This design comes from an exercise in tuning for small area, a short achievable clock period and few clock cycles per item on the open sky130 flow, not from production work. In this exercise RTL edits were held to simulation tests only and were not proved equivalent to the original.

v44:
Design shapipe, start of the top module:
module shapipe(
    input wire [0:511] message,
    input wire clk,
    input wire reset,
    output wire ready,
    output wire [255:0] hashvalue);
For scale: about 5400 cells after synthesis, roughly 780 flip-flops.
clock: 11.0 ns
lec_check: 0
abc_clock_period_in_ps: 4000
cap_margin: 20
core_margin: 2
core_utilization: 55
cts_cluster_diameter: 100
cts_cluster_size: 25
place_density: 0.65
slew_margin: 20
tns_end_percent: 100
standard.sh (not shown) runs the stock make flow with config.mk's settings and CLKGATE_MAP_FILE= SYNTH_SCRIPT=/design/flow/synth_recipe.tcl, a recipe that flattens the netlist after the stock synthesis.
==> flow/flow/run.sh <==
#!/bin/bash
set -euo pipefail
export BUFFER_PORTS_ARGS="-buffer_cell sky130_fd_sc_hd__buf_1"
export SETUP_SLACK_MARGIN=6
bash standard.sh > make_finish.log 2>&1
Testbench counts of v44, summed over its fixed seeds: cycles 20,800, items 320.
Here is what was changed in the inputs of v3 compared with v44.
diff --git a/flow/config.mk b/flow/config.mk
--- a/flow/config.mk
+++ b/flow/config.mk
@@ -12,2 +11,0 @@
-export CTS_CLUSTER_DIAMETER = 100
-export CTS_CLUSTER_SIZE = 25
## What came out
- From v44 to v3 the numbers moved as follows: routed wire length +1.9%; layout-stage area growth over the synthesis result up 4.5 points; total met3 wirelength after detailed routing grew by 750 µm; first-pass iteration count of the detailed router higher.
- Of v3 and v44, it is v3 that has the lower antenna diode count.
- Cell area, v3 and v44, lower one = v44.
#### Input delta (v5 over v3)
diff --git a/flow/config.mk b/flow/config.mk
--- a/flow/config.mk
+++ b/flow/config.mk
@@ -11,0 +12 @@
+export CTS_BUF_LIST = sky130_fd_sc_hd__clkbuf_8 sky130_fd_sc_hd__clkbuf_4
### Flow results
v5 finished every stage and its layout cleared the timing, DRC and antenna checks.
Max freq v3 -> v5: degraded
Count of cells along the worst register-to-register path in v5 vs v3: down 4
Placed standard-cell area came out exactly the same in v3 and v5.
Going from v3 to v5, iteration count of the initial detailed-routing pass lost 2, setup fix buffers added after clock tree synthesis saw a decrease.
Of the two values seen for worst setup path startpoint, t[0] was produced by v3 and e[18] by v5.

* * *

Setup of red:
Another version of the RTL of shapipe (not shown whole).
For scale: roughly 5,200 cells after synthesis, about 49,000 sq um of cells after synthesis.
clock: 11.0 ns
lec_check: 0
abc_clock_period_in_ps: 4500
cap_margin: 20
core_margin: 2
core_utilization: 30
place_density: 0.4
setup_slack_margin: 5
slew_margin: 20
tns_end_percent: 100
run.sh (not shown) runs the stock make flow with config.mk's settings and CLKGATE_MAP_FILE= SYNTH_SCRIPT=/design/flow/synth_recipe.tcl, a recipe that flattens the netlist after the stock synthesis.
Stock flow here: none of the scripts above is used.
Testbench counts of red, summed over its fixed seeds: cycles 20,800, items 320.
Modified inputs, blue compared to red
- clearing ABC_CLOCK_PERIOD_IN_PS, which used to be 4500
- clearing SETUP_SLACK_MARGIN, which used to be 5
### Flow results
- Between red and blue, the clock buffer and inverter area fraction after layout figures differ only marginally.
- Re post-route cell area: red was higher than blue.
- Between red and blue, the via count normalized by instance count figures differ only marginally.
- When blue is measured against red, its cell count turns out about 0.45% lower.
- Cmp blue vs red: reg-to-reg setup timing slack lower in blue
- Startpoint of the most critical setup path = t[2]$_SDFFE_PP0N_: blue; startpoint of the most critical setup path = t[1]$_SDFFE_PP0N_: red

* * *

Starting RTL as in the previous note.
Settings: LEC_CHECK=0, ABC_CLOCK_PERIOD_IN_PS=4000, CAP_MARGIN=20, CORE_MARGIN=2, CORE_UTILIZATION=55, PLACE_DENSITY=0.65, SLEW_MARGIN=20, TNS_END_PERCENT=100; clock period 11.0 ns.
standard.sh (not shown) runs the stock make flow with config.mk's settings and CLKGATE_MAP_FILE= SYNTH_SCRIPT=/design/flow/synth_recipe.tcl, a recipe that flattens the netlist after the stock synthesis.
==> flow/flow/run.sh <==
#!/bin/bash
set -euo pipefail
export BUFFER_PORTS_ARGS="-buffer_cell sky130_fd_sc_hd__buf_1"
export SETUP_SLACK_MARGIN=7
bash standard.sh > make_finish.log 2>&1
The first run completed without violations.
Testbench counts at the start, summed over its fixed seeds: cycles 20,800, items 320.
Next try:
==> flow/flow/run.sh (replaced) <==
#!/bin/bash
set -euo pipefail
export BUFFER_PORTS_ARGS="-buffer_cell sky130_fd_sc_hd__buf_1"
bash standard.sh > make_finish.log 2>&1
ABC_CLOCK_PERIOD_IN_PS = 4500   (was 4000)
CORE_UTILIZATION = 30   (was 55)
PLACE_DENSITY = 0.4   (was 0.65)
SETUP_SLACK_MARGIN = 5   (was default)
The changed run produced a clean layout.
Area after synthesis stays the same.
Global-route usage came out lower by 17 points.
Wire length goes up by roughly a tenth.
Next try:
==> flow/flow/run.sh (replaced) <==
#!/bin/bash
set -euo pipefail
export BUFFER_PORTS_ARGS="-buffer_cell sky130_fd_sc_hd__buf_1"
export SETUP_SLACK_MARGIN=6
bash standard.sh > make_finish.log 2>&1
ABC_CLOCK_PERIOD_IN_PS = 4000   (was 4500)
CORE_UTILIZATION = 55   (was 30)
PLACE_DENSITY = 0.65   (was 0.4)
SETUP_SLACK_MARGIN = default   (was 5)
The changed run ran to the end with no violations.
Routed wire length is lower by 13%.
Core utilization rose by 31 points.
Non-clock buffer count climbs by 134.
Final cell count shrinks by 11%.

static timing again, ports no longer ideal:
In the flow no input, the clock included, has a driving cell. The finished layouts below were timed again as built, in two steps. Step 1 (the two cells are an assumption about what drives the block):
set clk [get_ports {clk}]
set_driving_cell -lib_cell sky130_fd_sc_hd__clkbuf_16 $clk
set_driving_cell -lib_cell sky130_fd_sc_hd__buf_2 [delete_from_list [all_inputs] $clk]
Step 2 also shifts input and output timing later by t, the mid clock arrival at the registers, as if the neighbouring blocks saw the same clock. Three values: no drivers, after step 1, after step 2; two values: the first two.
| run | t, ns | slack for setup (ns) | latest minus earliest clock arrival (ns) | slew at the worst register clock pin (ns) | pins driven straight from the clock port |
|---|---|---|---|---|---|
| v44 | 0.726 | 5.867 / 5.867 / 5.405 | 0.045 / 0.045 | 0.12 / 0.12 | 1 |
| v3 | 0.762 | 5.842 / 5.842 / 5.329 | 0.034 / 0.034 | 0.07 / 0.07 | 1 |
| v5 | 0.920 | 5.825 / 5.825 / 5.364 | 0.047 / 0.047 | 0.07 / 0.07 | 1 |
| red | 0.820 | 5.179 / 5.179 / 4.981 | 0.050 / 0.050 | 0.07 / 0.07 | 1 |
| blue | 0.831 | 3.250 / 3.250 / 3.250 | 0.071 / 0.071 | 0.08 / 0.08 | 1 |
| the first run of note 3 | 0.758 | 5.956 / 5.956 / 5.728 | 0.041 / 0.041 | 0.08 / 0.08 | 1 |
| the second run of note 3 | 0.812 | 5.185 / 5.185 / 5.185 | 0.065 / 0.065 | 0.07 / 0.07 | 1 |
| the third run of note 3 | 0.750 | 5.733 / 5.733 / 5.389 | 0.038 / 0.039 | 0.07 / 0.07 | 1 |
After both steps setup and hold are still met in every run listed. For v3, which loses most, drivers alone change the setup slack by 0.000 ns; drivers and shift together by -0.513 ns.
